Background: an optimization exercise with open tools, aiming at small area. Do not read the settings as production practice. Function was checked by simulation only, so behaviour that the tests miss may differ from the original. Power is estimated from default activity; no workload was simulated.

Setup of run K:
## crypto_dimension
module crypto_dimension(
    input clk,
    input btns,
    input btnr,
    input btnd,
    input btnl,
    input btnu,
    input rst,
    input echo,
    input [15:0] sw,
    output led16_b,
    output led16_g,
    output led16_r,
    output led17_b,
    output led17_g,
    output led17_r,
    output trig,
    output [15:0] Led,
    output wire [7:0] seg,
    output wire [7:0] an
);
==> flow/config.mk <==
export PLATFORM = sky130hd
export DESIGN_NAME = crypto_dimension
export DESIGN_NICKNAME = crypto_dimension
export VERILOG_FILES = /design/flow/design.v
export SDC_FILE = /design/flow/constraint.sdc
export NUM_CORES = 8
export LEC_CHECK = 0
export ABC_AREA = 1
export CAP_MARGIN = 0
export CORE_MARGIN = 2
export CORE_UTILIZATION = 60
export PLACE_DENSITY = 0.72
export SLEW_MARGIN = 0
==> flow/constraint.sdc <==
create_clock -name core_clock -period 250.0 [get_ports {clk}]
set_input_delay 50.0000 -clock core_clock [delete_from_list [all_inputs] [get_ports {clk}]]
set_output_delay 50.0000 -clock core_clock [all_outputs]
set_load 0.01 [all_outputs]
standard.sh (not shown) runs the stock make flow with config.mk's settings and CLKGATE_MAP_FILE= SYNTH_SCRIPT=/design/flow/synth_recipe.tcl, a recipe that flattens the netlist after the stock synthesis.
==> flow/flow/run.sh <==
#!/bin/bash
# Own layout flow:
#  1. the standard synthesis (standard.sh synth), unchanged;
#  2. its combinational logic mapped again for area with Yosys and ABC
#     (remap.tcl, remap.abc); every register and tie cell stays as it is;
#  3. the standard layout from floorplan to finish on that netlist, with
#     the clock tree built without dummy loads (CTS_ARGS).
# Each tool's output goes to a log file of its own in the work folder.
set -euo pipefail
WORK=$(pwd)
RES=$WORK/orfs/results/$FLOW_PLATFORM/crypto_dimension/base
PLAT=$FLOW_HOME/platforms/$FLOW_PLATFORM

bash standard.sh synth > 1_synth_standard.log 2>&1
cp "$RES/1_2_yosys.v" "$WORK/1_2_yosys_standard.v"

export REMAP_LIB=$PLAT/lib/sky130_fd_sc_hd__tt_025C_1v80.lib
export REMAP_IN=$WORK/1_2_yosys_standard.v
export REMAP_TOP=$FLOW_TOP
export REMAP_ABC=$WORK/flow/remap.abc
export REMAP_OUT=$RES/1_2_yosys.v
export REMAP_DONT_USE="$(sed -n '/DONT_USE_CELLS += /,/^$/p' "$PLAT/config.mk" | tr -d '\\' | sed 's/export DONT_USE_CELLS += //' | tr '\n' ' ')"
yosys -c flow/remap.tcl > 1_remap.log 2>&1
rm -f "$RES/1_synth.odb" "$RES/1_synth.sdc"

# plain buffers on the ports (the delay cells the default picks are larger)
export BUFFER_PORTS_ARGS="-buffer_cell sky130_fd_sc_hd__buf_1"
export CTS_ARGS="-sink_clustering_enable -repair_clock_nets -sink_clustering_size 21 -sink_clustering_max_diameter 55 -buf_list sky130_fd_sc_hd__clkbuf_8 -dont_use_dummy_load"
bash standard.sh > 2_layout.log 2>&1
Other scripts of this flow, unchanged in this note and not shown: flow/flow/remap.abc, flow/flow/remap.tcl
Relative to run K, the following input files were edited for run C:
--- a/flow/design.v
+++ b/flow/design.v
@@ -56,13 +56,14 @@
     output trg,
     output [10:0] dist_cm,
     output [3:0] dist_m,
     output [5:0] dist_ft,
     output [8:0] dist_in
 );
-    reg [10:0] period_cnt;
+    reg [10:0] period_lfsr;      
+    reg trig_r;
     reg counting;
     reg [5:0] rem;
     reg [2:0] r5;
     reg [7:0] t;
     reg [2:0] hold_r5;
     reg [7:0] hold_t;
@@ -81,31 +82,37 @@
                 z[j] = x[j] ^ y[j] ^ cc;
                 cc = (x[j] & y[j]) | (x[j] & cc) | (y[j] & cc);
             end
             times5_plus = z + {8'd0, b};
         end
     endfunction
-    assign trg = (period_cnt != 0) && (period_cnt[10:4] == 0) && (period_cnt[3:0] <= 4'd10);
+    assign trg = trig_r;
     assign dist_cm = times5_plus(hold_t, hold_r5);
     assign dist_m = hold_t / 5'd20;
     assign dist_ft = hold_t / 3'd6;
     assign dist_in = {hold_t, hold_r5 >= 3'd3};
     always @(posedge clk) begin
         if (~counting) begin
             hold_t <= t;
             hold_r5 <= r5;
         end
     end
     always @(posedge clk) begin
         if (~rst) begin
-            period_cnt <= 0;
+            period_lfsr <= 11'd1;
+            trig_r <= 1'b0;
             counting <= 1'b0;
             r5 <= 0;
             t <= 0;
         end else begin
-            period_cnt <= (period_cnt == 11'd1999) ? 11'd0 : period_cnt + 11'd1;
+            period_lfsr <= (period_lfsr == 11'd1652) ? 11'd1
+                           : {period_lfsr[9:0], period_lfsr[10] ^ period_lfsr[8]};
+            if (period_lfsr == 11'd1)
+                trig_r <= 1'b1;
+            else if (period_lfsr == 11'd1026)
+                trig_r <= 1'b0;
             if (ech) begin
                 counting <= 1'b1;
                 if (~counting) begin
                     rem <= 6'd1;
                     r5 <= 0;
                     t <= 0;
@@ -260,13 +267,12 @@
     reg l17_blue;        
     localparam [2:0] SEL_ZERO = 3'd0, SEL_A = 3'd1, SEL_B = 3'd2,
                      SEL_ORIG = 3'd3, SEL_SEC = 3'd4, SEL_FIRST = 3'd5;
     reg [6:0] storage_id;
     reg storage_full;
     reg [6:0] current;
-    reg orig_valid;
     reg [18:0] orig_data;
     reg [18:0] sec_data;
     reg [18:0] first_data;
     reg [18:0] buf_a;
     reg [18:0] buf_b;
     reg [2:0] disp_sel;
@@ -364,13 +370,13 @@
     reg [6:0] slot_a, wslot;
     reg wr_a, wr_b, wr;
     reg [18:0] wdata;
     integer k;
     always @(*) begin
         rl = (r | l) & auth & rst;
-        orig_lo = orig_valid ? orig_data[15:0] : 16'd0;
+        orig_lo = orig_data[15:0];
         set_pw = d_long & auth;
         unlock = d & ~auth & (pw == sw);
         auth_n = d ? unlock : auth;
         uu = u & auth_n & rst;
         ss = s & auth_n & rst;
         sid_m1 = storage_id - 7'd1;
@@ -518,13 +524,12 @@
             buf_b <= tap;
     end
     always @(posedge clk) begin
         if (rst) begin
             measurements_left <= dimension + 2'd1;
             if (commit) begin
-                orig_data <= mul_out;
                 sec_data <= orig_data;
                 if (storage_id == 7'd0)
                     first_data <= mul_out;
             end
         end
     end
@@ -543,13 +548,13 @@
             dim1 <= 0;
             dim2 <= 0;
             l16 <= 0;
             storage_id <= 0;
             storage_full <= 1'b0;
             current <= 7'd127;
-            orig_valid <= 1'b0;
+            orig_data <= 0;
             disp_sel <= SEL_ZERO;
             next_sel <= SEL_ZERO;
             next_fetch <= 1'b0;
         end else begin
             rst_seen <= 1'b0;
             offset <= rst_seen ? 3'd7 : offset + 3'd1;
@@ -577,13 +582,13 @@
                 dat <= measurements_left - id_b;
                 dimension_id <= commit ? 2'd0 : id_b;
             end else begin
                 dimension_id <= id_a;
             end
             if (commit) begin
-                orig_valid <= 1'b1;
+                orig_data <= mul_out;
                 storage_id <= sid_n;
                 storage_full <= full_n;
             end
             current <= cur_n;
             disp_sel <= disp_n;
             next_sel <= next_n;
## What came out
- Area used by multi-input combinational logic (lower): run K
- Sort run C and run K by non-clock buffer count desc -> top: run C
- Shortest period the worst path allows in run C is 0.094 ns below run K.
- Between run C and run K, the fraction of power consumed by sequential logic is lower for run C.
- Relative to run K, the power density normalized to cell area of run C is higher by 4.0%.
- Looking at met3 routed wirelength, run C sits about 5.6% lower than run K does.
- Per the comparison of run C with run K, storage element area down 0.42%; transition time at the pin with the least slew margin up 0.027 ns; worst setup slack up 0.094 ns.
- Diff run K -> run C: flop-to-flop setup slack grew by 0.22 ns, total power increased 0.020 mW.

==> afterwards: timing with drivers on the ports <==
The flow's constraints put no driver on any port. The routed layouts listed below were extracted and timed again, unchanged, in two steps. Step 1: set_driving_cell puts a clkbuf_16 on clk and a buf_2 on each other input, an assumption about the parent block. Step 2 also shifts input and output timing later by t, the mid clock arrival at the registers, as if the neighbouring blocks saw the same clock. Slacks: ideal / step 1 / step 2; pairs: ideal / step 1.
| run | shift t [ns] | slack for setup (ns) | hold WS [ns] | worst setup path at the end | worst register clock-pin slew, ns |
|---|---|---|---|---|---|
| run K | 0.881 | 149.398 / 149.363 / 149.363 | 0.249 / 0.249 / 0.249 | input to output | 0.12 / 0.12 |
| run C | 0.845 | 149.492 / 149.467 / 149.467 | 0.246 / 0.246 / 0.246 | input to output | 0.12 / 0.12 |
After both steps every run listed still meets setup and hold. The setup slack of run K, which loses most, moves by -0.035 ns with the drivers and by -0.035 ns with both steps.
